This is an optimization exercise on Yosys and OpenROAD, whose aim is small area, a short achievable clock period and few clock cycles per item, not a production implementation. RTL that was checked went through simulation tests only; none was proved equivalent to the original. No functional check of the RTL was part of run 2. Power is estimated from default activity; no workload was simulated.

==> flow/design.v, too long to show whole: its modules and the start of the top module <==
// module chacha_block: 51 lines
// module ks_carry: 23 lines
// module chacha_core: 16 lines
// module mac_csa_step: 2697 lines
// module reduce_mod_poly1305: 10 lines
// module mac_acc_sel: 7 lines
// module mac_acc_add: 14 lines
// module bk_add: 29 lines
// module chacha20_poly1305_core: 146 lines
module chacha20_poly1305_core(
    input  wire clk,
    input  wire reset_n,
    input  wire init,
    input  wire encdec,
    input  wire [255:0] key,
    input  wire [95:0] nonce,
    input  wire [511:0] data_in,
    output reg  ready,
    output reg  valid,
    output reg  tag_ok,
    output wire [511:0] data_out,
    output wire [127:0] tag
);
  // ...
==> flow/flow/run.sh <==
#!/bin/bash
# Layout flow: the standard ORFS flow (standard.sh) with these changes:
#  - synthesis: the standard synthesis script, except that Yosys's quick ABC
#    pass before full-adder extraction is skipped (synth -noabc for the fine
#    stage), so that extract_fa finds the carry-save adders' full adders
#    without inverters between them; the registers keep the standard
#    synthesis's names and cell types (rename_regs.py checks both and renames
#    the flip-flops to the standard names, which the standard synthesis run
#    first provides);
#  - timing repair aims for extra setup slack (SETUP_SLACK_MARGIN), so that the
#    layout reaches a shorter clock period than the constraint's;
#  - the buffers that buffer_ports puts on every input and output port are
#    buf_2 cells instead of the tool's default choice (a 10 um2 delay buffer).
# Logs: std_synth.log (standard synthesis), own_synth.log and standard_flow.log
# (make output); each ORFS step's own log is under orfs/logs/.
set -euo pipefail
MARGIN=15
TARGET=${OWN_FLOW_TARGET:-finish}
R=orfs/results/$FLOW_PLATFORM/chacha20_poly1305_core/base
export OWN_FLOW_DIR=$PWD/flow
export OWN_STD_NETLIST=$PWD/std_1_2_yosys.v
ARGS=("SYNTH_SCRIPT=$PWD/flow/synth_noabc.tcl" "SETUP_SLACK_MARGIN=$MARGIN"
      "BUFFER_PORTS_ARGS=-buffer_cell sky130_fd_sc_hd__buf_2")

# 1. the standard synthesis, for the register names
bash standard.sh synth > std_synth.log 2>&1
cp "$R/1_2_yosys.v" "$OWN_STD_NETLIST"
rm -f "$R/1_2_yosys.v" "$R/1_2_yosys.sdc" "$R/1_synth.odb" "$R/1_synth.sdc"

# 2. own synthesis, then the rest of the flow
bash standard.sh "${ARGS[@]}" synth > own_synth.log 2>&1
bash standard.sh "${ARGS[@]}" "$TARGET" > standard_flow.log 2>&1
tail -n 40 standard_flow.log
==> flow/flow/rename_regs.py <==
#!/usr/bin/env python3
"""rename_regs.py STD_NETLIST NETLIST

Renames the flip-flop instances of NETLIST (in place) to the names that the
standard synthesis (STD_NETLIST) gives the same registers.  Both netlists name
a register bit as <register name>$_<Yosys flip-flop type>_; the register name
part must match one to one, and so must each register's cell type."""
import re
import sys

FF = re.compile(r'^(\s*)(sky130_fd_sc_hd__(?:dfxtp|dfrtp|dfstp|dfrbp|dfbbp|dfbbn|dfsbp|dfxbp|edfxtp|edfxbp|dfrtn|sdf\w*|sedf\w*|dlx\w*|dlr\w*)_\d+)\s+(\S+)(\s*\()', re.M)


def base(name):
    i = name.find('$_')
    return name[:i] if i >= 0 else name


def regs(text):
    out = {}
    for m in FF.finditer(text):
        b = base(m.group(3))
        if b in out:
            sys.exit(f"rename_regs: two registers named {b}")
        out[b] = (m.group(2), m.group(3))
    return out


std = regs(open(sys.argv[1]).read())
text = open(sys.argv[2]).read()
own = regs(text)
if set(std) != set(own):
    sys.exit(f"rename_regs: register sets differ: {sorted(set(std) ^ set(own))[:10]}")
for b, (cell, name) in own.items():
    if std[b][0] != cell:
        sys.exit(f"rename_regs: {b} is {cell} here but {std[b][0]} in the standard synthesis")


def sub(m):
    return f"{m.group(1)}{m.group(2)} {std[base(m.group(3))][1]}{m.group(4)}"


text = FF.sub(sub, text)
open(sys.argv[2], 'w').write(text)
changed = sum(1 for b in own if own[b][1] != std[b][1])
print(f"rename_regs: {len(own)} registers, {changed} renamed")
==> flow/flow/synth_noabc.tcl <==
proc synth {args} { if {[lsearch -exact $args "fine:"] >= 0} { yosys synth -nofsm -noshare -noabc {*}$args } else { yosys synth -nofsm -noshare {*}$args } }
source $::env(SCRIPTS_DIR)/synth.tcl
# left out here: clear keep_hierarchy, flatten, clean up, hide names made inside functions, write 1_2_yosys.v
# Give each register the name the standard synthesis gives it (the names carry
# Yosys's internal flip-flop type, whose polarity letters can differ here).
exec python3 $::env(OWN_FLOW_DIR)/rename_regs.py $::env(OWN_STD_NETLIST) $::env(RESULTS_DIR)/1_2_yosys.v
==> flow/standard.sh <==
#!/bin/bash
# synth_recipe.tcl (not shown) runs the flow's synth.tcl, then flattens the netlist and writes it again
# the make line also repeats each setting of config.mk as NAME=value (left out here)
make -C /OpenROAD-flow-scripts/flow DESIGN_CONFIG=/design/flow/config.mk WORK_HOME=/design/flow/orfs CLKGATE_MAP_FILE= SYNTH_SCRIPT=/design/flow/synth_recipe.tcl "${@:-finish}"
==> flow/config.mk <==
export PLATFORM = sky130hd
export DESIGN_NAME = chacha20_poly1305_core
export DESIGN_NICKNAME = chacha20_poly1305_core
export VERILOG_FILES = /design/flow/design.v
export SDC_FILE = /design/flow/constraint.sdc
export NUM_CORES = 8
export LEC_CHECK = 0
export CAP_MARGIN = 35
export CORE_MARGIN = 2
export CORE_UTILIZATION = 40
export SLEW_MARGIN = 35
==> flow/constraint.sdc <==
create_clock -name core_clock -period 22.0 [get_ports {clk}]
set_input_delay 4.4000 -clock core_clock [delete_from_list [all_inputs] [get_ports {clk}]]
set_output_delay 4.4000 -clock core_clock [all_outputs]
set_load 0.01 [all_outputs]
==> results by group, run 1 <==
Run status
  – Run status: timing/DRC/antenna clean

Critical path
  – Capture point of the critical path: st[264]
  – Worst Setup SP: st[256]
  – Cell with the largest stage delay on the worst path: sky130_fd_sc_hd__xnor2_2
  – Number of cells traversed by the worst register-to-register path: 23

STA
  – Slew Limit Fails: 0
  – Min cycle time layout: 7.194 ns
  – Worst Max-Slew Pin Slew: 1.243 ns

Pwr
  – Power Density: 50.98 mW/mm2
  – Switching share of total power: 0.4346
  – Power drawn by the clock network: 0.00267 W
  – Logic pwr share: 0.331
  – Peak ir drop on the vdd network: 0.05262 mV

GRT
  – Global-route wire length before repair: 1212 mm
  – Pin count of the biggest net entering global routing: 149
  – Met1 track demand over resource: 0.6506
  – Initial antenna violation count: 372
  – Overflow left after global routing: 0

Floorplan
  – I/O pins: 1511
  – Number of well taps: 3781
  – Area of the core region: 0.2884 mm2

Synthesis
  – Post-synthesis compound-gate area fraction: 0.2122
  – Post-Synth Adder-Cell Area: 0.2998
  – Count of mapped cells out of synthesis: 12930
  – Syn. warnings: 5

Detailed routing
  – Total wire length: 950.0 mm
  – Detailed Route Iter0 Violations: 24120
  – Amount of wire on met2 after detailed routing: 363.4 mm

Final layout
  – Number of standard cells in the final layout excluding fillers: 18470
  – Final antenna diode count: 367

Placed design
  – Weighted congestion at the end of routability-driven global placement: 1.149

Clock tree
  – Number of CTS-inserted buffers: 151
  – CTS hold repair buffers: 0
Testbench counts, summed over its fixed seeds: cycles 15,112, items 256.
==> module chacha_block, before the edit <==
module chacha_block(
    input  wire [1:0]   ph,
    input  wire [511:0] st,
    output wire [511:0] nx
);
    function [31:0] rotl16(input [31:0] x); rotl16 = {x[15:0], x[31:16]}; endfunction
    function [31:0] rotl12(input [31:0] x); rotl12 = {x[19:0], x[31:20]}; endfunction
    function [31:0] rotl8 (input [31:0] x); rotl8  = {x[23:0], x[31:24]}; endfunction
    function [31:0] rotl7 (input [31:0] x); rotl7  = {x[24:0], x[31:25]}; endfunction
    wire [31:0] a [0:3];
    wire [31:0] b [0:3];
    wire [31:0] c [0:3];
    wire [31:0] d [0:3];
    wire [31:0] a1 [0:3];
    wire [31:0] d1 [0:3];
    wire [31:0] c1 [0:3];
    wire [31:0] u  [0:3];
    wire [31:0] p1 [0:3];
    wire [31:0] k1 [0:3];
    wire [31:0] t1 [0:3];
    wire [31:0] p2 [0:3];
    wire [31:0] k2 [0:3];
    genvar j;
    generate
        for (j = 0; j < 4; j = j + 1) begin : g_unit
            assign a[j] = st[511 - 32*j      -: 32];
            assign b[j] = st[511 - 32*(4+j)  -: 32];
            assign c[j] = st[511 - 32*(8+j)  -: 32];
            assign d[j] = st[511 - 32*(12+j) -: 32];
            ks_carry u_k1(.a(a[j]), .b(b[j]), .c(k1[j]));
            assign p1[j] = a[j] ^ b[j];
            assign a1[j] = p1[j] ^ k1[j];
            assign t1[j] = (d[j] ^ p1[j]) ^ k1[j];
            assign d1[j] = ph[0] ? rotl8(t1[j]) : rotl16(t1[j]);
            ks_carry u_k2(.a(c[j]), .b(d1[j]), .c(k2[j]));
            assign p2[j] = c[j] ^ d1[j];
            assign c1[j] = p2[j] ^ k2[j];
            assign u[j]  = (b[j] ^ p2[j]) ^ k2[j];
        end
        for (j = 0; j < 4; j = j + 1) begin : g_wb
            assign nx[511 - 32*j -: 32] = a1[j];
            assign nx[511 - 32*(4+j) -: 32] =
                (ph == 2'd0 || ph == 2'd2) ? rotl12(u[j]) :
                (ph == 2'd1) ? rotl7(u[(j+1)%4]) : rotl7(u[(j+3)%4]);
            assign nx[511 - 32*(8+j) -: 32] = ph[0] ? c1[(j+2)%4] : c1[j];
            assign nx[511 - 32*(12+j) -: 32] =
                (ph == 2'd0 || ph == 2'd2) ? d1[j] :
                (ph == 2'd1) ? d1[(j+3)%4] : d1[(j+1)%4];
        end
    endgenerate
endmodule
==> module chacha_core, before the edit <==
module chacha_core(
    input  wire [255:0] key,
    input  wire [95:0]  nonce,
    input  wire [511:0] data_in,
    input  wire [3:0]   k,
    output wire [511:0] init_state,
    output wire [31:0]  iw,
    output wire [31:0]  dw
);
    assign init_state = {
        32'h61707865, 32'h3320646e, 32'h79622d32, 32'h6b206574,
        key, 32'h0, nonce[31:0], nonce[95:64], nonce[63:32]
    };
    assign iw = init_state[511 - 32*k -: 32];
    assign dw = data_in[511 - 32*k -: 32];
endmodule
==> module reduce_mod_poly1305, before the edit <==
module reduce_mod_poly1305(
    input  wire [137:0] s,
    input  wire [137:0] c,
    output wire [138:0] v
);
    wire [137:0] vs;
    wire         vc;
    bk_add #(.N(138)) u_add(.a(s), .b(c), .ci(1'b0), .s(vs), .co(vc));
    assign v = {vc, vs};
endmodule
==> module chacha20_poly1305_core, before the edit <==
module chacha20_poly1305_core(
    input  wire clk,
    input  wire reset_n,
    input  wire init,
    input  wire encdec,
    input  wire [255:0] key,
    input  wire [95:0] nonce,
    input  wire [511:0] data_in,
    output reg  ready,
    output reg  valid,
    output reg  tag_ok,
    output wire [511:0] data_out,
    output wire [127:0] tag
);
    localparam K = 8;
    localparam W = 130 + K;
    localparam [2:0] S_IDLE = 3'd0, S_RND = 3'd1, S_MUL = 3'd2, S_FIN = 3'd3, S_TAG = 3'd4,
                     S_TAG2 = 3'd5;
    reg [2:0]   state;
    reg [5:0]   cnt;
    reg [511:0] st;
    reg [138:0] acc;
    reg [W-1:0] ms, mc;
    reg [31:0]  ffi, ffd;
    reg         selr;
    wire idle = (state == S_IDLE);
    wire rnd  = (state == S_RND);
    wire mul  = (state == S_MUL);
    wire last = rnd && (cnt == 6'd39);
    wire [511:0] rnd_out;
    chacha_block u_blk(.ph(cnt[1:0]), .st(st), .nx(rnd_out));
    wire [3:0]  t    = cnt[3:0];
    wire        ring = mul && (t >= 4'd3) && (t <= 4'd14);
    wire [3:0]  knext = !mul ? 4'd13 : (t == 4'd0) ? 4'd14 : (t == 4'd1) ? 4'd15 : (t - 4'd2);
    wire [31:0] ffx = (t == 4'd0) ? st[95:64] : (t == 4'd1) ? st[63:32] :
                      (t == 4'd2) ? st[31:0]  : st[511:480];
    wire [31:0] ffy = (ffx + ffi) ^ ffd;
    wire [511:0] init_state;
    wire [31:0]  iw, dw;
    chacha_core u_core(.key(key), .nonce(nonce), .data_in(data_in), .k(knext),
                       .init_state(init_state), .iw(iw), .dw(dw));
    wire [K-1:0] digit = st[127 - K*t -: K];
    wire [W-1:0] step_s, step_c;
    mac_csa_step u_step(.s(ms), .c(mc), .a(acc[129:0]), .d(digit), .so(step_s), .co(step_c));
    wire [138:0] fold_v;
    reduce_mod_poly1305 u_red(.s(ms), .c(mc), .v(fold_v));
    wire tagc = (state == S_TAG) || (state == S_TAG2);
    wire sel_now;
    mac_acc_sel u_asel(.v(acc), .sel(sel_now));
    wire [129:0] acc_sum;
    mac_acc_add u_aadd(.v(acc), .sel(selr & (state != S_TAG)), .x(tagc ? st[255:128] : mc[127:0]),
                       .sum(acc_sum));
    always @(posedge clk or negedge reset_n) begin
        if (!reset_n) begin
            state  <= S_IDLE;
            cnt    <= 6'd0;
            ready  <= 1'b1;
            valid  <= 1'b0;
            tag_ok <= 1'b0;
        end else begin
            valid  <= 1'b0;
            tag_ok <= 1'b0;
            case (state)
                S_IDLE: if (init) begin
                    state <= S_RND;
                    cnt   <= 6'd0;
                    ready <= 1'b0;
                end
                S_RND: begin
                    cnt <= (cnt == 6'd39) ? 6'd0 : cnt + 6'd1;
                    if (cnt == 6'd39) state <= S_MUL;
                end
                S_MUL: begin
                    cnt <= cnt + 6'd1;
                    if (t == 4'd15) state <= S_FIN;
                end
                S_FIN: state <= S_TAG;
                S_TAG: begin
                    if (sel_now)
                        state <= S_TAG2;
                    else begin
                        state  <= S_IDLE;
                        valid  <= 1'b1;
                        tag_ok <= 1'b1;
                        ready  <= 1'b1;
                    end
                end
                S_TAG2: begin
                    state  <= S_IDLE;
                    valid  <= 1'b1;
                    tag_ok <= 1'b1;
                    ready  <= 1'b1;
                end
                default: state <= S_IDLE;
            endcase
        end
    end
    always @(posedge clk or negedge reset_n) begin
        if (!reset_n)
            selr <= 1'b0;
        else if (state == S_TAG)
            selr <= sel_now;
    end
    always @(posedge clk or negedge reset_n) begin
        if (!reset_n)
            acc <= 139'b0;
        else if (rnd && cnt == 6'd0)
            acc <= {9'b0, acc_sum};
        else if (state == S_FIN)
            acc <= fold_v;
    end
    genvar i;
    generate
        for (i = 0; i < 16; i = i + 1) begin : g_st
            wire [31:0] cur = st[511 - 32*i -: 32];
            wire [31:0] r   = (i == 12) ? (rnd_out[511 - 32*i -: 32] ^ (data_in[511 - 32*i -: 32] & {32{last}}))
                                        : rnd_out[511 - 32*i -: 32];
            wire        ld  = (i >= 13) ? (mul && t == i - 13) : (i == 11) ? ring : 1'b0;
            wire        sh  = (i < 11) ? ring : 1'b0;
            wire [31:0] src = (i < 11) ? st[511 - 32*((i+1)%16) -: 32] : ffy;
            wire        hold = !(rnd || idle || ld || sh);
            always @(posedge clk)
                st[511 - 32*i -: 32] <= ({32{rnd}} & r) | ({32{idle}} & init_state[511 - 32*i -: 32]) |
                                        ({32{ld || sh}} & src) | ({32{hold}} & cur);
        end
    endgenerate
    always @(posedge clk) begin
        ffi <= iw;
        ffd <= dw;
    end
    always @(posedge clk) begin
        if (rnd) begin
            ms <= {W{1'b0}};
            mc <= {W{1'b0}};
        end else if (idle) begin
            ms <= step_s;
            mc <= {{(W-128){1'b0}}, data_in[127:0]};
        end else begin
            ms <= step_s;
            mc <= step_c;
            if (tagc) ms[127:0] <= acc_sum[127:0];
        end
    end
    assign data_out = st;
    assign tag = ms[127:0];
endmodule
==> inputs of run 2 (changes only) <==
--- a/flow/design.v
+++ b/flow/design.v
@@ -17,9 +17,4 @@
     wire [31:0] c1 [0:3];
     wire [31:0] u  [0:3];
-    wire [31:0] p1 [0:3];
-    wire [31:0] k1 [0:3];
-    wire [31:0] t1 [0:3];
-    wire [31:0] p2 [0:3];
-    wire [31:0] k2 [0:3];
     genvar j;
     generate
@@ -29,13 +24,8 @@
             assign c[j] = st[511 - 32*(8+j)  -: 32];
             assign d[j] = st[511 - 32*(12+j) -: 32];
-            ks_carry u_k1(.a(a[j]), .b(b[j]), .c(k1[j]));
-            assign p1[j] = a[j] ^ b[j];
-            assign a1[j] = p1[j] ^ k1[j];
-            assign t1[j] = (d[j] ^ p1[j]) ^ k1[j];
-            assign d1[j] = ph[0] ? rotl8(t1[j]) : rotl16(t1[j]);
-            ks_carry u_k2(.a(c[j]), .b(d1[j]), .c(k2[j]));
-            assign p2[j] = c[j] ^ d1[j];
-            assign c1[j] = p2[j] ^ k2[j];
-            assign u[j]  = (b[j] ^ p2[j]) ^ k2[j];
+            assign a1[j] = a[j] + b[j];
+            assign d1[j] = ph[0] ? rotl8(d[j] ^ a1[j]) : rotl16(d[j] ^ a1[j]);
+            assign c1[j] = c[j] + d1[j];
+            assign u[j]  = b[j] ^ c1[j];
         end
         for (j = 0; j < 4; j = j + 1) begin : g_wb
@@ -51,27 +41,4 @@
     endgenerate
 endmodule
-module ks_carry(
-    input  wire [31:0] a,
-    input  wire [31:0] b,
-    output wire [31:0] c
-);
-    reg [31:0] g, p, gn, pn;
-    integer d, i;
-    always @* begin
-        g = a & b;
-        p = a ^ b;
-        for (d = 1; d < 32; d = d * 2) begin
-            gn = g;
-            pn = p;
-            for (i = d; i < 32; i = i + 1) begin
-                gn[i] = g[i] | (p[i] & g[i - d]);
-                pn[i] = p[i] & p[i - d];
-            end
-            g = gn;
-            p = pn;
-        end
-    end
-    assign c = {g[30:0], 1'b0};
-endmodule
 `timescale 1ns/1ps
 module chacha_core(
@@ -79,8 +46,7 @@
     input  wire [95:0]  nonce,
     input  wire [511:0] data_in,
-    input  wire [3:0]   k,
+    input  wire [511:0] st,
     output wire [511:0] init_state,
-    output wire [31:0]  iw,
-    output wire [31:0]  dw
+    output wire [511:0] ff_out
 );
     assign init_state = {
@@ -88,6 +54,14 @@
         key, 32'h0, nonce[31:0], nonce[95:64], nonce[63:32]
     };
-    assign iw = init_state[511 - 32*k -: 32];
-    assign dw = data_in[511 - 32*k -: 32];
+    genvar i;
+    generate
+        for (i = 0; i < 16; i = i + 1) begin : g_ff
+            if (i == 12)
+                assign ff_out[511 - 32*i -: 32] = st[511 - 32*i -: 32] ^ data_in[511 - 32*i -: 32];
+            else
+                assign ff_out[511 - 32*i -: 32] =
+                    (st[511 - 32*i -: 32] + init_state[511 - 32*i -: 32]) ^ data_in[511 - 32*i -: 32];
+        end
+    endgenerate
 endmodule
 `timescale 1ns/1ps
@@ -2789,64 +2763,604 @@
   assign co[137] = 1'b0;
 endmodule
-`timescale 1ns/1ps
-module reduce_mod_poly1305(
+module mac_csa_fold(
     input  wire [137:0] s,
     input  wire [137:0] c,
-    output wire [138:0] v
-);
-    wire [137:0] vs;
-    wire         vc;
-    bk_add #(.N(138)) u_add(.a(s), .b(c), .ci(1'b0), .s(vs), .co(vc));
-    assign v = {vc, vs};
-endmodule
-module mac_acc_sel(
-    input  wire [138:0] v,
-    output wire         sel
-);
-    wire [11:0] thr = 12'd4091 - ({1'b0, v[138:130], 2'b00} + {3'b000, v[138:130]});    
-    assign sel = (&v[129:12]) & (v[11:0] >= thr);
-endmodule
-module mac_acc_add(
-    input  wire [138:0] v,
-    input  wire         sel,
-    input  wire [127:0] x,
-    output wire [129:0] sum
+    output wire [137:0] so,
+    output wire [137:0] co
 );
-    wire [8:0]  vh  = v[138:130];
-    wire [11:0] fix = {1'b0, vh, 2'b00} + {3'b000, vh} + {9'b0, sel, 1'b0, sel};    
-    wire [129:0] r2 = {2'b00, x};
-    wire [129:0] r3 = {118'b0, fix};
-    wire [129:0] t1 = v[129:0] ^ r2 ^ r3;
-    wire [129:0] t2 = {(v[128:0] & r2[128:0]) | (v[128:0] & r3[128:0]) | (r2[128:0] & r3[128:0]), 1'b0};
-    bk_add #(.N(130)) u_add(.a(t1), .b(t2), .ci(1'b0), .s(sum), .co());
+  wire t_s1 = s[2] ^ s[130] ^ s[132];
+  wire t_c2 = (s[2] & s[130]) | (s[2] & s[132]) | (s[130] & s[132]);
+  wire t_s3 = s[3] ^ s[131] ^ s[133];
+  wire t_c4 = (s[3] & s[131]) | (s[3] & s[133]) | (s[131] & s[133]);
+  wire t_s5 = c[3] ^ c[131];
+  wire t_c6 = c[3] & c[131];
+  wire t_s7 = s[4] ^ s[132] ^ s[134];
+  wire t_c8 = (s[4] & s[132]) | (s[4] & s[134]) | (s[132] & s[134]);
+  wire t_s9 = c[4] ^ c[132] ^ c[134];
+  wire t_c10 = (c[4] & c[132]) | (c[4] & c[134]) | (c[132] & c[134]);
+  wire t_s11 = s[5] ^ s[133] ^ s[135];
+  wire t_c12 = (s[5] & s[133]) | (s[5] & s[135]) | (s[133] & s[135]);
+  wire t_s13 = c[5] ^ c[133] ^ c[135];
+  wire t_c14 = (c[5] & c[133]) | (c[5] & c[135]) | (c[133] & c[135]);
+  wire t_s15 = s[6] ^ s[134] ^ s[136];
+  wire t_c16 = (s[6] & s[134]) | (s[6] & s[136]) | (s[134] & s[136]);
+  wire t_s17 = c[6] ^ c[134] ^ c[136];
+  wire t_c18 = (c[6] & c[134]) | (c[6] & c[136]) | (c[134] & c[136]);
+  wire t_s19 = s[7] ^ s[135] ^ s[137];
+  wire t_c20 = (s[7] & s[135]) | (s[7] & s[137]) | (s[135] & s[137]);
+  wire t_s21 = c[7] ^ c[135] ^ c[137];
+  wire t_c22 = (c[7] & c[135]) | (c[7] & c[137]) | (c[135] & c[137]);
+  wire t_s23 = s[8] ^ s[136] ^ c[8];
+  wire t_c24 = (s[8] & s[136]) | (s[8] & c[8]) | (s[136] & c[8]);
+  wire t_s25 = s[9] ^ s[137];
+  wire t_c26 = s[9] & s[137];
+  wire t_s27 = s[0] ^ s[130];
+  wire t_c28 = s[0] & s[130];
+  wire t_s29 = s[1] ^ s[131] ^ c[1];
+  wire t_c30 = (s[1] & s[131]) | (s[1] & c[1]) | (s[131] & c[1]);
+  wire t_s31 = t_s1 ^ c[2] ^ c[130];
+  wire t_c32 = (t_s1 & c[2]) | (t_s1 & c[130]) | (c[2] & c[130]);
+  wire t_s33 = t_c2 ^ t_s3 ^ t_s5;
+  wire t_c34 = (t_c2 & t_s3) | (t_c2 & t_s5) | (t_s3 & t_s5);
+  wire t_s35 = t_c4 ^ t_c6 ^ t_s7;
+  wire t_c36 = (t_c4 & t_c6) | (t_c4 & t_s7) | (t_c6 & t_s7);
+  wire t_s37 = t_c8 ^ t_c10 ^ t_s11;
+  wire t_c38 = (t_c8 & t_c10) | (t_c8 & t_s11) | (t_c10 & t_s11);
+  wire t_s39 = t_c12 ^ t_c14 ^ t_s15;
+  wire t_c40 = (t_c12 & t_c14) | (t_c12 & t_s15) | (t_c14 & t_s15);
+  wire t_s41 = t_c16 ^ t_c18 ^ t_s19;
+  wire t_c42 = (t_c16 & t_c18) | (t_c16 & t_s19) | (t_c18 & t_s19);
+  wire t_s43 = t_c20 ^ t_c22 ^ t_s23;
+  wire t_c44 = (t_c20 & t_c22) | (t_c20 & t_s23) | (t_c22 & t_s23);
+  wire t_s45 = t_c24 ^ t_s25 ^ c[9];
+  wire t_c46 = (t_c24 & t_s25) | (t_c24 & c[9]) | (t_s25 & c[9]);
+  wire t_s47 = t_c26 ^ s[10];
+  wire t_c48 = t_c26 & s[10];
+  wire t_s49 = t_s27 ^ c[0];
+  wire t_c50 = t_s27 & c[0];
+  wire t_s51 = t_c28 ^ t_s29 ^ c[131];
+  wire t_c52 = (t_c28 & t_s29) | (t_c28 & c[131]) | (t_s29 & c[131]);
+  wire t_s53 = t_c30 ^ t_s31 ^ c[132];
+  wire t_c54 = (t_c30 & t_s31) | (t_c30 & c[132]) | (t_s31 & c[132]);
+  wire t_s55 = t_c32 ^ t_s33 ^ c[133];
+  wire t_c56 = (t_c32 & t_s33) | (t_c32 & c[133]) | (t_s33 & c[133]);
+  wire t_s57 = t_c34 ^ t_s35 ^ t_s9;
+  wire t_c58 = (t_c34 & t_s35) | (t_c34 & t_s9) | (t_s35 & t_s9);
+  wire t_s59 = t_c36 ^ t_s37 ^ t_s13;
+  wire t_c60 = (t_c36 & t_s37) | (t_c36 & t_s13) | (t_s37 & t_s13);
+  wire t_s61 = t_c38 ^ t_s39 ^ t_s17;
+  wire t_c62 = (t_c38 & t_s39) | (t_c38 & t_s17) | (t_s39 & t_s17);
+  wire t_s63 = t_c40 ^ t_s41 ^ t_s21;
+  wire t_c64 = (t_c40 & t_s41) | (t_c40 & t_s21) | (t_s41 & t_s21);
+  wire t_s65 = t_c42 ^ t_s43 ^ c[136];
+  wire t_c66 = (t_c42 & t_s43) | (t_c42 & c[136]) | (t_s43 & c[136]);
+  wire t_s67 = t_c44 ^ t_s45 ^ c[137];
+  wire t_c68 = (t_c44 & t_s45) | (t_c44 & c[137]) | (t_s45 & c[137]);
+  wire t_s69 = t_c46 ^ t_s47 ^ c[10];
+  wire t_c70 = (t_c46 & t_s47) | (t_c46 & c[10]) | (t_s47 & c[10]);
+  wire t_s71 = t_c48 ^ s[11] ^ c[11];
+  wire t_c72 = (t_c48 & s[11]) | (t_c48 & c[11]) | (s[11] & c[11]);
+  wire t_s73 = s[12] ^ c[12];
+  wire t_c74 = s[12] & c[12];
+  wire t_s75 = s[13] ^ c[13];
+  wire t_c76 = s[13] & c[13];
+  wire t_s77 = s[14] ^ c[14];
+  wire t_c78 = s[14] & c[14];
+  wire t_s79 = s[15] ^ c[15];
+  wire t_c80 = s[15] & c[15];
+  wire t_s81 = s[16] ^ c[16];
+  wire t_c82 = s[16] & c[16];
+  wire t_s83 = s[17] ^ c[17];
+  wire t_c84 = s[17] & c[17];
+  wire t_s85 = s[18] ^ c[18];
+  wire t_c86 = s[18] & c[18];
+  wire t_s87 = s[19] ^ c[19];
+  wire t_c88 = s[19] & c[19];
+  wire t_s89 = s[20] ^ c[20];
+  wire t_c90 = s[20] & c[20];
+  wire t_s91 = s[21] ^ c[21];
+  wire t_c92 = s[21] & c[21];
+  wire t_s93 = s[22] ^ c[22];
+  wire t_c94 = s[22] & c[22];
+  wire t_s95 = s[23] ^ c[23];
+  wire t_c96 = s[23] & c[23];
+  wire t_s97 = s[24] ^ c[24];
+  wire t_c98 = s[24] & c[24];
+  wire t_s99 = s[25] ^ c[25];
+  wire t_c100 = s[25] & c[25];
+  wire t_s101 = s[26] ^ c[26];
+  wire t_c102 = s[26] & c[26];
+  wire t_s103 = s[27] ^ c[27];
+  wire t_c104 = s[27] & c[27];
+  wire t_s105 = s[28] ^ c[28];
+  wire t_c106 = s[28] & c[28];
+  wire t_s107 = s[29] ^ c[29];
+  wire t_c108 = s[29] & c[29];
+  wire t_s109 = s[30] ^ c[30];
+  wire t_c110 = s[30] & c[30];
+  wire t_s111 = s[31] ^ c[31];
+  wire t_c112 = s[31] & c[31];
+  wire t_s113 = s[32] ^ c[32];
+  wire t_c114 = s[32] & c[32];
+  wire t_s115 = s[33] ^ c[33];
+  wire t_c116 = s[33] & c[33];
+  wire t_s117 = s[34] ^ c[34];
+  wire t_c118 = s[34] & c[34];
+  wire t_s119 = s[35] ^ c[35];
+  wire t_c120 = s[35] & c[35];
+  wire t_s121 = s[36] ^ c[36];
+  wire t_c122 = s[36] & c[36];
+  wire t_s123 = s[37] ^ c[37];
+  wire t_c124 = s[37] & c[37];
+  wire t_s125 = s[38] ^ c[38];
+  wire t_c126 = s[38] & c[38];
+  wire t_s127 = s[39] ^ c[39];
+  wire t_c128 = s[39] & c[39];
+  wire t_s129 = s[40] ^ c[40];
+  wire t_c130 = s[40] & c[40];
+  wire t_s131 = s[41] ^ c[41];
+  wire t_c132 = s[41] & c[41];
+  wire t_s133 = s[42] ^ c[42];
+  wire t_c134 = s[42] & c[42];
+  wire t_s135 = s[43] ^ c[43];
+  wire t_c136 = s[43] & c[43];
+  wire t_s137 = s[44] ^ c[44];
+  wire t_c138 = s[44] & c[44];
+  wire t_s139 = s[45] ^ c[45];
+  wire t_c140 = s[45] & c[45];
+  wire t_s141 = s[46] ^ c[46];
+  wire t_c142 = s[46] & c[46];
+  wire t_s143 = s[47] ^ c[47];
+  wire t_c144 = s[47] & c[47];
+  wire t_s145 = s[48] ^ c[48];
+  wire t_c146 = s[48] & c[48];
+  wire t_s147 = s[49] ^ c[49];
+  wire t_c148 = s[49] & c[49];
+  wire t_s149 = s[50] ^ c[50];
+  wire t_c150 = s[50] & c[50];
+  wire t_s151 = s[51] ^ c[51];
+  wire t_c152 = s[51] & c[51];
+  wire t_s153 = s[52] ^ c[52];
+  wire t_c154 = s[52] & c[52];
+  wire t_s155 = s[53] ^ c[53];
+  wire t_c156 = s[53] & c[53];
+  wire t_s157 = s[54] ^ c[54];
+  wire t_c158 = s[54] & c[54];
+  wire t_s159 = s[55] ^ c[55];
+  wire t_c160 = s[55] & c[55];
+  wire t_s161 = s[56] ^ c[56];
+  wire t_c162 = s[56] & c[56];
+  wire t_s163 = s[57] ^ c[57];
+  wire t_c164 = s[57] & c[57];
+  wire t_s165 = s[58] ^ c[58];
+  wire t_c166 = s[58] & c[58];
+  wire t_s167 = s[59] ^ c[59];
+  wire t_c168 = s[59] & c[59];
+  wire t_s169 = s[60] ^ c[60];
+  wire t_c170 = s[60] & c[60];
+  wire t_s171 = s[61] ^ c[61];
+  wire t_c172 = s[61] & c[61];
+  wire t_s173 = s[62] ^ c[62];
+  wire t_c174 = s[62] & c[62];
+  wire t_s175 = s[63] ^ c[63];
+  wire t_c176 = s[63] & c[63];
+  wire t_s177 = s[64] ^ c[64];
+  wire t_c178 = s[64] & c[64];
+  wire t_s179 = s[65] ^ c[65];
+  wire t_c180 = s[65] & c[65];
+  wire t_s181 = s[66] ^ c[66];
+  wire t_c182 = s[66] & c[66];
+  wire t_s183 = s[67] ^ c[67];
+  wire t_c184 = s[67] & c[67];
+  wire t_s185 = s[68] ^ c[68];
+  wire t_c186 = s[68] & c[68];
+  wire t_s187 = s[69] ^ c[69];
+  wire t_c188 = s[69] & c[69];
+  wire t_s189 = s[70] ^ c[70];
+  wire t_c190 = s[70] & c[70];
+  wire t_s191 = s[71] ^ c[71];
+  wire t_c192 = s[71] & c[71];
+  wire t_s193 = s[72] ^ c[72];
+  wire t_c194 = s[72] & c[72];
+  wire t_s195 = s[73] ^ c[73];
+  wire t_c196 = s[73] & c[73];
+  wire t_s197 = s[74] ^ c[74];
+  wire t_c198 = s[74] & c[74];
+  wire t_s199 = s[75] ^ c[75];
+  wire t_c200 = s[75] & c[75];
+  wire t_s201 = s[76] ^ c[76];
+  wire t_c202 = s[76] & c[76];
+  wire t_s203 = s[77] ^ c[77];
+  wire t_c204 = s[77] & c[77];
+  wire t_s205 = s[78] ^ c[78];
+  wire t_c206 = s[78] & c[78];
+  wire t_s207 = s[79] ^ c[79];
+  wire t_c208 = s[79] & c[79];
+  wire t_s209 = s[80] ^ c[80];
+  wire t_c210 = s[80] & c[80];
+  wire t_s211 = s[81] ^ c[81];
+  wire t_c212 = s[81] & c[81];
+  wire t_s213 = s[82] ^ c[82];
+  wire t_c214 = s[82] & c[82];
+  wire t_s215 = s[83] ^ c[83];
+  wire t_c216 = s[83] & c[83];
+  wire t_s217 = s[84] ^ c[84];
+  wire t_c218 = s[84] & c[84];
+  wire t_s219 = s[85] ^ c[85];
+  wire t_c220 = s[85] & c[85];
+  wire t_s221 = s[86] ^ c[86];
+  wire t_c222 = s[86] & c[86];
+  wire t_s223 = s[87] ^ c[87];
+  wire t_c224 = s[87] & c[87];
+  wire t_s225 = s[88] ^ c[88];
+  wire t_c226 = s[88] & c[88];
+  wire t_s227 = s[89] ^ c[89];
+  wire t_c228 = s[89] & c[89];
+  wire t_s229 = s[90] ^ c[90];
+  wire t_c230 = s[90] & c[90];
+  wire t_s231 = s[91] ^ c[91];
+  wire t_c232 = s[91] & c[91];
+  wire t_s233 = s[92] ^ c[92];
+  wire t_c234 = s[92] & c[92];
+  wire t_s235 = s[93] ^ c[93];
+  wire t_c236 = s[93] & c[93];
+  wire t_s237 = s[94] ^ c[94];
+  wire t_c238 = s[94] & c[94];
+  wire t_s239 = s[95] ^ c[95];
+  wire t_c240 = s[95] & c[95];
+  wire t_s241 = s[96] ^ c[96];
+  wire t_c242 = s[96] & c[96];
+  wire t_s243 = s[97] ^ c[97];
+  wire t_c244 = s[97] & c[97];
+  wire t_s245 = s[98] ^ c[98];
+  wire t_c246 = s[98] & c[98];
+  wire t_s247 = s[99] ^ c[99];
+  wire t_c248 = s[99] & c[99];
+  wire t_s249 = s[100] ^ c[100];
+  wire t_c250 = s[100] & c[100];
+  wire t_s251 = s[101] ^ c[101];
+  wire t_c252 = s[101] & c[101];
+  wire t_s253 = s[102] ^ c[102];
+  wire t_c254 = s[102] & c[102];
+  wire t_s255 = s[103] ^ c[103];
+  wire t_c256 = s[103] & c[103];
+  wire t_s257 = s[104] ^ c[104];
+  wire t_c258 = s[104] & c[104];
+  wire t_s259 = s[105] ^ c[105];
+  wire t_c260 = s[105] & c[105];
+  wire t_s261 = s[106] ^ c[106];
+  wire t_c262 = s[106] & c[106];
+  wire t_s263 = s[107] ^ c[107];
+  wire t_c264 = s[107] & c[107];
+  wire t_s265 = s[108] ^ c[108];
+  wire t_c266 = s[108] & c[108];
+  wire t_s267 = s[109] ^ c[109];
+  wire t_c268 = s[109] & c[109];
+  wire t_s269 = s[110] ^ c[110];
+  wire t_c270 = s[110] & c[110];
+  wire t_s271 = s[111] ^ c[111];
+  wire t_c272 = s[111] & c[111];
+  wire t_s273 = s[112] ^ c[112];
+  wire t_c274 = s[112] & c[112];
+  wire t_s275 = s[113] ^ c[113];
+  wire t_c276 = s[113] & c[113];
+  wire t_s277 = s[114] ^ c[114];
+  wire t_c278 = s[114] & c[114];
+  wire t_s279 = s[115] ^ c[115];
+  wire t_c280 = s[115] & c[115];
+  wire t_s281 = s[116] ^ c[116];
+  wire t_c282 = s[116] & c[116];
+  wire t_s283 = s[117] ^ c[117];
+  wire t_c284 = s[117] & c[117];
+  wire t_s285 = s[118] ^ c[118];
+  wire t_c286 = s[118] & c[118];
+  wire t_s287 = s[119] ^ c[119];
+  wire t_c288 = s[119] & c[119];
+  wire t_s289 = s[120] ^ c[120];
+  wire t_c290 = s[120] & c[120];
+  wire t_s291 = s[121] ^ c[121];
+  wire t_c292 = s[121] & c[121];
+  wire t_s293 = s[122] ^ c[122];
+  wire t_c294 = s[122] & c[122];
+  wire t_s295 = s[123] ^ c[123];
+  wire t_c296 = s[123] & c[123];
+  wire t_s297 = s[124] ^ c[124];
+  wire t_c298 = s[124] & c[124];
+  wire t_s299 = s[125] ^ c[125];
+  wire t_c300 = s[125] & c[125];
+  wire t_s301 = s[126] ^ c[126];
+  wire t_c302 = s[126] & c[126];
+  wire t_s303 = s[127] ^ c[127];
+  wire t_c304 = s[127] & c[127];
+  wire t_s305 = s[128] ^ c[128];
+  wire t_c306 = s[128] & c[128];
+  wire t_s307 = s[129] ^ c[129];
+  wire t_c308 = s[129] & c[129];
+  assign so[0] = t_s49;
+  assign co[0] = c[130];
+  assign so[1] = t_c50;
+  assign co[1] = t_s51;
+  assign so[2] = t_c52;
+  assign co[2] = t_s53;
+  assign so[3] = t_c54;
+  assign co[3] = t_s55;
+  assign so[4] = t_c56;
+  assign co[4] = t_s57;
+  assign so[5] = t_c58;
+  assign co[5] = t_s59;
+  assign so[6] = t_c60;
+  assign co[6] = t_s61;
+  assign so[7] = t_c62;
+  assign co[7] = t_s63;
+  assign so[8] = t_c64;
+  assign co[8] = t_s65;
+  assign so[9] = t_c66;
+  assign co[9] = t_s67;
+  assign so[10] = t_c68;
+  assign co[10] = t_s69;
+  assign so[11] = t_c70;
+  assign co[11] = t_s71;
+  assign so[12] = t_c72;
+  assign co[12] = t_s73;
+  assign so[13] = t_c74;
+  assign co[13] = t_s75;
+  assign so[14] = t_c76;
+  assign co[14] = t_s77;
+  assign so[15] = t_c78;
+  assign co[15] = t_s79;
+  assign so[16] = t_c80;
+  assign co[16] = t_s81;
+  assign so[17] = t_c82;
+  assign co[17] = t_s83;
+  assign so[18] = t_c84;
+  assign co[18] = t_s85;
+  assign so[19] = t_c86;
+  assign co[19] = t_s87;
+  assign so[20] = t_c88;
+  assign co[20] = t_s89;
+  assign so[21] = t_c90;
+  assign co[21] = t_s91;
+  assign so[22] = t_c92;
+  assign co[22] = t_s93;
+  assign so[23] = t_c94;
+  assign co[23] = t_s95;
+  assign so[24] = t_c96;
+  assign co[24] = t_s97;
+  assign so[25] = t_c98;
+  assign co[25] = t_s99;
+  assign so[26] = t_c100;
+  assign co[26] = t_s101;
+  assign so[27] = t_c102;
+  assign co[27] = t_s103;
+  assign so[28] = t_c104;
+  assign co[28] = t_s105;
+  assign so[29] = t_c106;
+  assign co[29] = t_s107;
+  assign so[30] = t_c108;
+  assign co[30] = t_s109;
+  assign so[31] = t_c110;
+  assign co[31] = t_s111;
+  assign so[32] = t_c112;
+  assign co[32] = t_s113;
+  assign so[33] = t_c114;
+  assign co[33] = t_s115;
+  assign so[34] = t_c116;
+  assign co[34] = t_s117;
+  assign so[35] = t_c118;
+  assign co[35] = t_s119;
+  assign so[36] = t_c120;
+  assign co[36] = t_s121;
+  assign so[37] = t_c122;
+  assign co[37] = t_s123;
+  assign so[38] = t_c124;
+  assign co[38] = t_s125;
+  assign so[39] = t_c126;
+  assign co[39] = t_s127;
+  assign so[40] = t_c128;
+  assign co[40] = t_s129;
+  assign so[41] = t_c130;
+  assign co[41] = t_s131;
+  assign so[42] = t_c132;
+  assign co[42] = t_s133;
+  assign so[43] = t_c134;
+  assign co[43] = t_s135;
+  assign so[44] = t_c136;
+  assign co[44] = t_s137;
+  assign so[45] = t_c138;
+  assign co[45] = t_s139;
+  assign so[46] = t_c140;
+  assign co[46] = t_s141;
+  assign so[47] = t_c142;
+  assign co[47] = t_s143;
+  assign so[48] = t_c144;
+  assign co[48] = t_s145;
+  assign so[49] = t_c146;
+  assign co[49] = t_s147;
+  assign so[50] = t_c148;
+  assign co[50] = t_s149;
+  assign so[51] = t_c150;
+  assign co[51] = t_s151;
+  assign so[52] = t_c152;
+  assign co[52] = t_s153;
+  assign so[53] = t_c154;
+  assign co[53] = t_s155;
+  assign so[54] = t_c156;
+  assign co[54] = t_s157;
+  assign so[55] = t_c158;
+  assign co[55] = t_s159;
+  assign so[56] = t_c160;
+  assign co[56] = t_s161;
+  assign so[57] = t_c162;
+  assign co[57] = t_s163;
+  assign so[58] = t_c164;
+  assign co[58] = t_s165;
+  assign so[59] = t_c166;
+  assign co[59] = t_s167;
+  assign so[60] = t_c168;
+  assign co[60] = t_s169;
+  assign so[61] = t_c170;
+  assign co[61] = t_s171;
+  assign so[62] = t_c172;
+  assign co[62] = t_s173;
+  assign so[63] = t_c174;
+  assign co[63] = t_s175;
+  assign so[64] = t_c176;
+  assign co[64] = t_s177;
+  assign so[65] = t_c178;
+  assign co[65] = t_s179;
+  assign so[66] = t_c180;
+  assign co[66] = t_s181;
+  assign so[67] = t_c182;
+  assign co[67] = t_s183;
+  assign so[68] = t_c184;
+  assign co[68] = t_s185;
+  assign so[69] = t_c186;
+  assign co[69] = t_s187;
+  assign so[70] = t_c188;
+  assign co[70] = t_s189;
+  assign so[71] = t_c190;
+  assign co[71] = t_s191;
+  assign so[72] = t_c192;
+  assign co[72] = t_s193;
+  assign so[73] = t_c194;
+  assign co[73] = t_s195;
+  assign so[74] = t_c196;
+  assign co[74] = t_s197;
+  assign so[75] = t_c198;
+  assign co[75] = t_s199;
+  assign so[76] = t_c200;
+  assign co[76] = t_s201;
+  assign so[77] = t_c202;
+  assign co[77] = t_s203;
+  assign so[78] = t_c204;
+  assign co[78] = t_s205;
+  assign so[79] = t_c206;
+  assign co[79] = t_s207;
+  assign so[80] = t_c208;
+  assign co[80] = t_s209;
+  assign so[81] = t_c210;
+  assign co[81] = t_s211;
+  assign so[82] = t_c212;
+  assign co[82] = t_s213;
+  assign so[83] = t_c214;
+  assign co[83] = t_s215;
+  assign so[84] = t_c216;
+  assign co[84] = t_s217;
+  assign so[85] = t_c218;
+  assign co[85] = t_s219;
+  assign so[86] = t_c220;
+  assign co[86] = t_s221;
+  assign so[87] = t_c222;
+  assign co[87] = t_s223;
+  assign so[88] = t_c224;
+  assign co[88] = t_s225;
+  assign so[89] = t_c226;
+  assign co[89] = t_s227;
+  assign so[90] = t_c228;
+  assign co[90] = t_s229;
+  assign so[91] = t_c230;
+  assign co[91] = t_s231;
+  assign so[92] = t_c232;
+  assign co[92] = t_s233;
+  assign so[93] = t_c234;
+  assign co[93] = t_s235;
+  assign so[94] = t_c236;
+  assign co[94] = t_s237;
+  assign so[95] = t_c238;
+  assign co[95] = t_s239;
+  assign so[96] = t_c240;
+  assign co[96] = t_s241;
+  assign so[97] = t_c242;
+  assign co[97] = t_s243;
+  assign so[98] = t_c244;
+  assign co[98] = t_s245;
+  assign so[99] = t_c246;
+  assign co[99] = t_s247;
+  assign so[100] = t_c248;
+  assign co[100] = t_s249;
+  assign so[101] = t_c250;
+  assign co[101] = t_s251;
+  assign so[102] = t_c252;
+  assign co[102] = t_s253;
+  assign so[103] = t_c254;
+  assign co[103] = t_s255;
+  assign so[104] = t_c256;
+  assign co[104] = t_s257;
+  assign so[105] = t_c258;
+  assign co[105] = t_s259;
+  assign so[106] = t_c260;
+  assign co[106] = t_s261;
+  assign so[107] = t_c262;
+  assign co[107] = t_s263;
+  assign so[108] = t_c264;
+  assign co[108] = t_s265;
+  assign so[109] = t_c266;
+  assign co[109] = t_s267;
+  assign so[110] = t_c268;
+  assign co[110] = t_s269;
+  assign so[111] = t_c270;
+  assign co[111] = t_s271;
+  assign so[112] = t_c272;
+  assign co[112] = t_s273;
+  assign so[113] = t_c274;
+  assign co[113] = t_s275;
+  assign so[114] = t_c276;
+  assign co[114] = t_s277;
+  assign so[115] = t_c278;
+  assign co[115] = t_s279;
+  assign so[116] = t_c280;
+  assign co[116] = t_s281;
+  assign so[117] = t_c282;
+  assign co[117] = t_s283;
+  assign so[118] = t_c284;
+  assign co[118] = t_s285;
+  assign so[119] = t_c286;
+  assign co[119] = t_s287;
+  assign so[120] = t_c288;
+  assign co[120] = t_s289;
+  assign so[121] = t_c290;
+  assign co[121] = t_s291;
+  assign so[122] = t_c292;
+  assign co[122] = t_s293;
+  assign so[123] = t_c294;
+  assign co[123] = t_s295;
+  assign so[124] = t_c296;
+  assign co[124] = t_s297;
+  assign so[125] = t_c298;
+  assign co[125] = t_s299;
+  assign so[126] = t_c300;
+  assign co[126] = t_s301;
+  assign so[127] = t_c302;
+  assign co[127] = t_s303;
+  assign so[128] = t_c304;
+  assign co[128] = t_s305;
+  assign so[129] = t_c306;
+  assign co[129] = t_s307;
+  assign so[130] = t_c308;
+  assign co[130] = 1'b0;
+  assign so[131] = 1'b0;
+  assign co[131] = 1'b0;
+  assign so[132] = 1'b0;
+  assign co[132] = 1'b0;
+  assign so[133] = 1'b0;
+  assign co[133] = 1'b0;
+  assign so[134] = 1'b0;
+  assign co[134] = 1'b0;
+  assign so[135] = 1'b0;
+  assign co[135] = 1'b0;
+  assign so[136] = 1'b0;
+  assign co[136] = 1'b0;
+  assign so[137] = 1'b0;
+  assign co[137] = 1'b0;
 endmodule
-module bk_add #(parameter N = 128) (
-    input  wire [N-1:0] a,
-    input  wire [N-1:0] b,
-    input  wire         ci,
-    output wire [N-1:0] s,
-    output wire         co
+`timescale 1ns/1ps
+module reduce_mod_poly1305(
+    input  wire [131:0] y,
+    output wire [129:0] r
 );
-    reg [N-1:0] g, p, gg, pp;
-    integer d, i;
-    always @* begin
-        g = a & b;
-        p = a ^ b;
-        gg = g;
-        gg[0] = g[0] | (p[0] & ci);
-        pp = p;
-        for (d = 1; d < N; d = d * 2)
-            for (i = 2 * d - 1; i < N; i = i + 2 * d) begin
-                gg[i] = gg[i] | (pp[i] & gg[i - d]);
-                pp[i] = pp[i] & pp[i - d];
-            end
-        for (d = 64; d >= 1; d = d / 2)
-            for (i = 3 * d - 1; i < N; i = i + 2 * d) begin
-                gg[i] = gg[i] | (pp[i] & gg[i - d]);
-                pp[i] = pp[i] & pp[i - d];
-            end
-    end
-    assign s  = p ^ {gg[N-2:0], ci};
-    assign co = gg[N-1];
+    wire [3:0]   e  = {y[131:130], 2'b00} + {2'b00, y[131:130]};    
+    wire [130:0] z  = {1'b0, y[129:0]} + {127'b0, e};                
+    wire [130:0] z5 = {1'b0, y[129:0]} + {127'b0, e} + 131'd5;       
+    assign r = z5[130] ? z5[129:0] : z[129:0];
 endmodule
 `timescale 1ns/1ps
@@ -2867,40 +3381,26 @@
     localparam K = 8;
     localparam W = 130 + K;
-    localparam [2:0] S_IDLE = 3'd0, S_RND = 3'd1, S_MUL = 3'd2, S_FIN = 3'd3, S_TAG = 3'd4,
-                     S_TAG2 = 3'd5;
+    localparam [2:0] S_IDLE = 3'd0, S_RND = 3'd1, S_FF = 3'd2, S_MUL = 3'd3,
+                     S_F1 = 3'd4, S_F2 = 3'd5, S_F3 = 3'd6, S_F4 = 3'd7;
     reg [2:0]   state;
     reg [5:0]   cnt;
     reg [511:0] st;
-    reg [138:0] acc;
+    reg [129:0] acc;
+    reg         acc_cy;
     reg [W-1:0] ms, mc;
-    reg [31:0]  ffi, ffd;
-    reg         selr;
-    wire idle = (state == S_IDLE);
-    wire rnd  = (state == S_RND);
-    wire mul  = (state == S_MUL);
-    wire last = rnd && (cnt == 6'd39);
-    wire [511:0] rnd_out;
+    wire [511:0] init_state, ff_out, rnd_out;
+    chacha_core u_core(.key(key), .nonce(nonce), .data_in(data_in), .st(st),
+                       .init_state(init_state), .ff_out(ff_out));
     chacha_block u_blk(.ph(cnt[1:0]), .st(st), .nx(rnd_out));
-    wire [3:0]  t    = cnt[3:0];
-    wire        ring = mul && (t >= 4'd3) && (t <= 4'd14);
-    wire [3:0]  knext = !mul ? 4'd13 : (t == 4'd0) ? 4'd14 : (t == 4'd1) ? 4'd15 : (t - 4'd2);
-    wire [31:0] ffx = (t == 4'd0) ? st[95:64] : (t == 4'd1) ? st[63:32] :
-                      (t == 4'd2) ? st[31:0]  : st[511:480];
-    wire [31:0] ffy = (ffx + ffi) ^ ffd;
-    wire [511:0] init_state;
-    wire [31:0]  iw, dw;
-    chacha_core u_core(.key(key), .nonce(nonce), .data_in(data_in), .k(knext),
-                       .init_state(init_state), .iw(iw), .dw(dw));
-    wire [K-1:0] digit = st[127 - K*t -: K];
-    wire [W-1:0] step_s, step_c;
-    mac_csa_step u_step(.s(ms), .c(mc), .a(acc[129:0]), .d(digit), .so(step_s), .co(step_c));
-    wire [138:0] fold_v;
-    reduce_mod_poly1305 u_red(.s(ms), .c(mc), .v(fold_v));
-    wire tagc = (state == S_TAG) || (state == S_TAG2);
-    wire sel_now;
-    mac_acc_sel u_asel(.v(acc), .sel(sel_now));
-    wire [129:0] acc_sum;
-    mac_acc_add u_aadd(.v(acc), .sel(selr & (state != S_TAG)), .x(tagc ? st[255:128] : mc[127:0]),
-                       .sum(acc_sum));
+    wire [K-1:0] digit = st[127 - K*cnt[3:0] -: K];
+    wire [W-1:0] step_s, step_c, fold_s, fold_c;
+    mac_csa_step u_step(.s(ms), .c(mc), .a(acc), .d(digit), .so(step_s), .co(step_c));
+    mac_csa_fold u_fold(.s(ms), .c(mc), .so(fold_s), .co(fold_c));
+    wire [131:0] ysum = ms[131:0] + mc[131:0];
+    wire [129:0] red;
+    reduce_mod_poly1305 u_red(.y(ms[131:0]), .r(red));
+    wire [127:0] tag_sum = acc[127:0] + st[255:128];
+    wire [65:0] acc_lo_sum = {1'b0, acc[64:0]} + {1'b0, data_in[64:0]};
+    wire [64:0] acc_hi_sum = acc[129:65] + {2'b00, data_in[127:65]} + {64'b0, acc_cy};
     always @(posedge clk or negedge reset_n) begin
         if (!reset_n) begin
@@ -2920,23 +3420,19 @@
                 end
                 S_RND: begin
-                    cnt <= (cnt == 6'd39) ? 6'd0 : cnt + 6'd1;
-                    if (cnt == 6'd39) state <= S_MUL;
+                    cnt <= cnt + 6'd1;
+                    if (cnt == 6'd39) state <= S_FF;
+                end
+                S_FF: begin
+                    cnt   <= 6'd0;
+                    state <= S_MUL;
                 end
                 S_MUL: begin
                     cnt <= cnt + 6'd1;
-                    if (t == 4'd15) state <= S_FIN;
-                end
-                S_FIN: state <= S_TAG;
-                S_TAG: begin
-                    if (sel_now)
-                        state <= S_TAG2;
-                    else begin
-                        state  <= S_IDLE;
-                        valid  <= 1'b1;
-                        tag_ok <= 1'b1;
-                        ready  <= 1'b1;
-                    end
+                    if (cnt[3:0] == 4'd15) state <= S_F1;
                 end
-                S_TAG2: begin
+                S_F1: state <= S_F2;
+                S_F2: state <= S_F3;
+                S_F3: state <= S_F4;
+                S_F4: begin
                     state  <= S_IDLE;
                     valid  <= 1'b1;
@@ -2944,53 +3440,37 @@
                     ready  <= 1'b1;
                 end
-                default: state <= S_IDLE;
             endcase
         end
     end
     always @(posedge clk or negedge reset_n) begin
-        if (!reset_n)
-            selr <= 1'b0;
-        else if (state == S_TAG)
-            selr <= sel_now;
-    end
-    always @(posedge clk or negedge reset_n) begin
-        if (!reset_n)
-            acc <= 139'b0;
-        else if (rnd && cnt == 6'd0)
-            acc <= {9'b0, acc_sum};
-        else if (state == S_FIN)
-            acc <= fold_v;
-    end
-    genvar i;
-    generate
-        for (i = 0; i < 16; i = i + 1) begin : g_st
-            wire [31:0] cur = st[511 - 32*i -: 32];
-            wire [31:0] r   = (i == 12) ? (rnd_out[511 - 32*i -: 32] ^ (data_in[511 - 32*i -: 32] & {32{last}}))
-                                        : rnd_out[511 - 32*i -: 32];
-            wire        ld  = (i >= 13) ? (mul && t == i - 13) : (i == 11) ? ring : 1'b0;
-            wire        sh  = (i < 11) ? ring : 1'b0;
-            wire [31:0] src = (i < 11) ? st[511 - 32*((i+1)%16) -: 32] : ffy;
-            wire        hold = !(rnd || idle || ld || sh);
-            always @(posedge clk)
-                st[511 - 32*i -: 32] <= ({32{rnd}} & r) | ({32{idle}} & init_state[511 - 32*i -: 32]) |
-                                        ({32{ld || sh}} & src) | ({32{hold}} & cur);
+        if (!reset_n) begin
+            acc    <= 130'b0;
+            acc_cy <= 1'b0;
+        end else begin
+            if (state == S_IDLE && init) begin
+                acc[64:0] <= acc_lo_sum[64:0];
+                acc_cy    <= acc_lo_sum[65];
+            end else if (state == S_RND && cnt == 6'd0) begin
+                acc[129:65] <= acc_hi_sum;
+            end else if (state == S_F3) begin
+                acc <= red;
+            end
         end
-    endgenerate
-    always @(posedge clk) begin
-        ffi <= iw;
-        ffd <= dw;
     end
     always @(posedge clk) begin
-        if (rnd) begin
-            ms <= {W{1'b0}};
-            mc <= {W{1'b0}};
-        end else if (idle) begin
-            ms <= step_s;
-            mc <= {{(W-128){1'b0}}, data_in[127:0]};
-        end else begin
-            ms <= step_s;
-            mc <= step_c;
-            if (tagc) ms[127:0] <= acc_sum[127:0];
-        end
+        case (state)
+            S_IDLE: if (init) st <= init_state;
+            S_RND:  st <= rnd_out;
+            S_FF:   st <= ff_out;
+            default: ;
+        endcase
+        case (state)
+            S_FF:  begin ms <= {W{1'b0}}; mc <= {W{1'b0}}; end
+            S_MUL: begin ms <= step_s; mc <= step_c; end
+            S_F1:  begin ms <= fold_s; mc <= fold_c; end
+            S_F2:  ms[131:0] <= ysum;
+            S_F4:  ms[127:0] <= tag_sum;
+            default: ;
+        endcase
     end
     assign data_out = st;
==> flow/run.sh (new file) <==
#!/bin/bash
# synth_recipe.tcl (not shown) runs the flow's synth.tcl, then flattens the netlist and writes it again
# the make line also repeats each setting of config.mk as NAME=value (left out here)
make -C /OpenROAD-flow-scripts/flow DESIGN_CONFIG=/design/flow/config.mk WORK_HOME=/design/flow/orfs CLKGATE_MAP_FILE= SYNTH_SCRIPT=/design/flow/synth_recipe.tcl finish
removed: flow/flow/run.sh
removed: flow/flow/rename_regs.py
removed: flow/flow/synth_noabc.tcl
removed: flow/standard.sh
==> run 2 against run 1 <==
Against the previous run: largest power group is now combinational logic; sequential share of layout area is 0.48 points higher; clock skew is 0.0023 ns lower; still clean; critical path depth is 4 higher; die area is 26% higher; power is 130% higher; highest routed layer unchanged; maximum frequency is 32% lower; critical path type unchanged; first-iteration DRC count is 1.7% higher; combinational power grew to 4.4 times the previous value; area after synthesis is 27% higher; worst hold slack worse by 0.034 ns.
==> results by group, run 2 <==
GRT
  – Pin count of the biggest net entering global routing: 152 (+2.0%)
  – Overflow left after global routing: 0 (unchanged)
  – Global-route wire length before repair: 1362 mm (+12%)
  – Initial antenna violation count: 375 (+0.81%)
  – Overall fraction of global-route tracks in use: 0.5456
  – Vias in the first global route: 147200

Final layout
  – Multi-input gate area in the final layout: 0.1123 mm2
  – Number of standard cells in the final layout excluding fillers: 23440 (+27%)
  – Registers with the highest flip-flop counts: st: 512 flops, ms: 138 flops, mc: 137 flops
  – Layout Area Growth over Synthesis: 19.29%
  – Share of cells above drive strength 1: 0.06120
  – Most common library cell in the layout ignoring fill and taps: sky130_fd_sc_hd__clkdlybuf4s50_1
  – Core occupancy in the finished layout: 0.4797
  – Fill cell total of the finished layout: 35950
  – Number of nets in the layout: 21290
  – Flip-flop count of the largest register, all copies and words added: 512
  – Commonest non-fill, non-tap cells in the layout: 1508 x sky130_fd_sc_hd__clkdlybuf4s50_1, 1403 x sky130_fd_sc_hd__inv_1, 1308 x sky130_fd_sc_hd__nand2_1
  – Largest Register: st
  – Register area: 0.02720 mm2

Floorplan
  – Area of the core region: 0.3658 mm2 (+27%)
  – Horiz. Die Dim: 610.5 um
  – I/O pins: 1511 (unchanged)
  – Vertical die dimension: 610.5 um
  – Row count: 222
  – Effective utilization at floorplan: 0.4022
  – Die area: 0.3727 mm2

STA
  – Setup skew after layout: 0.06093 ns
  – Relative slew margins: 0.2113
  – Final period util: 0.4799
  – Final hold vios: 0
  – Maximum clock frequency: 94.73 MHz
  – Worst Max-Slew Pin Slew: 1.150 ns (-0.09251 ns)
  – Total negative slack for setup checks: 0 ns
  – Setup repair after global routing missed its margin: false
  – Slew Limit Fails: 0 (unchanged)
  – Min cycle time layout: 10.56 ns (+3.363 ns)
  – # setup viols final: 0

Placed design
  – Half-perimeter wire length of the detailed placement result: 856.0 mm
  – # port buffers: 1509
  – Weighted congestion at the end of routability-driven global placement: 1.126 (-1.9%)
  – Cell count after placement: 22820

Critical path
  – Worst setup EP type: register
  – CP max FO: 5
  – Crit path largest cell delay: 0.97 ns
  – Cell with the largest stage delay on the worst path: sky130_fd_sc_hd__a21oi_1
  – Sort of element at the start of the critical path: register
  – Arrival time reported for the critical path endpoint: 11.24 ns
  – Cell type group with the largest total delay on the critical path: compound AO/OA/AOI/OAI gates
  – Data required time of the critical path: 22.69 ns
  – Critical setup path kind: register to register
  – Buffering stage count on the worst path with inverters included: 0

Synthesis
  – Biggest area consumer among synthesized cells: sky130_fd_sc_hd__edfxtp_1
  – Number of distinct library cells after synthesis: 101
  – Most frequent cell after synthesis: sky130_fd_sc_hd__inv_1
  – Share of flip-flops with an asynchronous set or reset after synthesis: 0.1529
  – Post-Syn Area per Cell: 8.675 um2
  – EDFF count, synth: 787
  – Top post-synthesis cells by count: 1404 x sky130_fd_sc_hd__inv_1, 1319 x sky130_fd_sc_hd__nand2_1, 1216 x sky130_fd_sc_hd__xnor2_1
  – Largest cells by area after synthesis: sky130_fd_sc_hd__edfxtp_1 16%, sky130_fd_sc_hd__fa_1 15%, sky130_fd_sc_hd__ha_1 9.7%, sky130_fd_sc_hd__xnor2_1 7.2%, sky130_fd_sc_hd__a21oi_1 4.1%
  – Main flop type after synthesis: sky130_fd_sc_hd__edfxtp_1
  – Syn. warnings: 2 (-3)
  – Share of the synthesized area in the top cell type: 0.1606
  – Seq/Total Area, Yosys: 0.1848
  – Count of mapped cells out of synthesis: 16960 (+31%)
  – Synth Net Count: 20080
  – Number of register bits inferred by synthesis: 929
  – Synthesized cell area: 0.1471 mm2

Pwr
  – Peak ir drop on the vdd network: 0.1314 mV (+150%)
  – Power Density: 92.80 mW/mm2 (+82%)
  – Leakage power summed over all cells: 72.68 nW

Clock tree
  – Worst-skew pair later-pin latency: 0.99 ns
  – Post-cts resize count: 0
  – Clock Path Buffers: 4
  – Number of levels in the clock H-tree: 4
  – CTS tree: done
  – CTS hold repair buffers: 0 (unchanged)
  – Clock transition time at the flip-flop clock pins of the worst setup and hold paths: 0.06 ns
  – Clock tree root driver cell: sky130_fd_sc_hd__clkbuf_16
  – Number of CTS-inserted buffers: 148 (-2.0%)
  – Sinks on the clock net: 929
  – Number of setup buffers added after CTS: 0

Detailed routing
  – Detailed Route Iter0 Violations: 24540 (+1.7%)
  – Total wire length: 1046 mm (+10%)
  – DRC Markers: 0
  – Count of TritonRoute iterations in the first routing pass: 12
  – Routed wire length per instance: 44.62 um
  – Via density: 6.745
  – Number of nets still failing antenna checks after routing: 0
  – Vias after detailed routing: 158100

Run
  – Max-capacitance violation count: 0

Worst hold path
  – Hold/Removal Path Class: register to register

Run status
  – Run status: timing/DRC/antenna clean
## run 2: final cells by class
| type | instances | share of cell area |
|---|---|---|
| multi-input cells | 13690 | 0.6399 |
| flip-flops and latches | 929 | 0.1550 |
| repair buffers | 1986 | 0.1081 |
| well taps | 4816 | 0.03434 |
| inverters | 1408 | 0.03019 |
| clock buffers | 183 | 0.02244 |
| clock inverters | 85 | 0.005162 |
| diodes | 343 | 0.004891 |
## run 2: worst paths after layout
check	from	to	slack, ns	cells past startpoint
min in group asynchronous	reset_n	acc[25]	3.43	1
max in group asynchronous	reset_n	acc[94]	16.81	3
max	st[352]	st[257]	11.44	27
min reg2reg	ready	ready	0.48	2
min	ready	ready	0.48	2
max reg2reg	st[352]	st[257]	11.44	27
## run 2: kinds of logic after synthesis
family | after synthesis | synth area share
flip-flops | 929 | 0.1848
adder cells (fa/ha/maj) | 2254 | 0.2488
multiplexers | 302 | 0.02573
XOR/XNOR | 1889 | 0.1141
AO/OA/AOI/OAI | 4752 | 0.2121
AND/OR/NAND/NOR | 4495 | 0.1514
buffers and inverters | 2337 | 0.06302
## run 2: tightest hold or removal path: stages, from the launching register on
cell and delay, ns:
sky130_fd_sc_hd__dfstp_2 0.38, sky130_fd_sc_hd__nand2_1 0.05, sky130_fd_sc_hd__nand2_1 0.05
## run 2: report_power, final
part | total [W] | leakage (nW) | switching [W] | internal [W]
clock | 0.00262 | 2.37 | 0.00117 | 0.00145
combinational | 0.0104 | 61.1 | 0.00608 | 0.00434
sequential | 0.00324 | 9.20 | 0.000653 | 0.00259
## run 2: metrics by stage
stage / cell area, um2 / power, W / hold slack (ns) / worst slack (ns)
after floorplan: 147100 / 0.009411 / 0.4645 / 3.519
after global placement: 168500 / 0.01318 / 0.4688 / 11.48
after detailed placement: 169300 / 0.01329 / 0.4797 / 11.57
after CTS: 174100 / 0.01591 / 0.4861 / 11.95
after global routing: 175000 / 0.01711 / 0.5065 / 11.42
final: 175500 / 0.01629 / 0.4791 / 11.44
## run 2: metal layers
metal / part of all wire / global-route usage / vias to the layer above
met5: 0.00064 / 0.0003874 / -
met4: 0.12 / 0.5638 / 100
met3: 0.13 / 0.2158 / 3530
met2: 0.41 / 0.7720 / 12760
met1: 0.34 / 0.6059 / 78500
li1: - / - / 63230

## port drivers added, routing unchanged
Ports are ideal in the flow. The routed layouts listed here were re-timed in OpenROAD. Step 1 assumes that a clkbuf_16 drives the clock port and a buf_2 every other input. Step 2 adds t to the input delays and takes it off the output delays; t is the mean of the earliest and latest rising clock arrival at the registers after step 1. Input paths then give back, and output paths get back, about the clock's delay inside the block. Slacks: ideal ports / drivers / drivers and shift; pairs: ideal ports / drivers.
run | t (ns) | slack for setup (ns) | worst hold slack (ns) | slew at the worst register clock pin (ns)
run 1 | 1.046 | 14.806 / 14.806 / 14.806 | 0.513 / 0.513 / 0.513 | 0.07 / 0.07
run 2 | 1.102 | 11.443 / 11.443 / 11.025 | 0.479 / 0.479 / 0.479 | 0.07 / 0.07
After both steps every run listed still meets setup and hold. The setup slack of run 2, which loses most, moves by 0.000 ns with the drivers and by -0.418 ns with both steps.
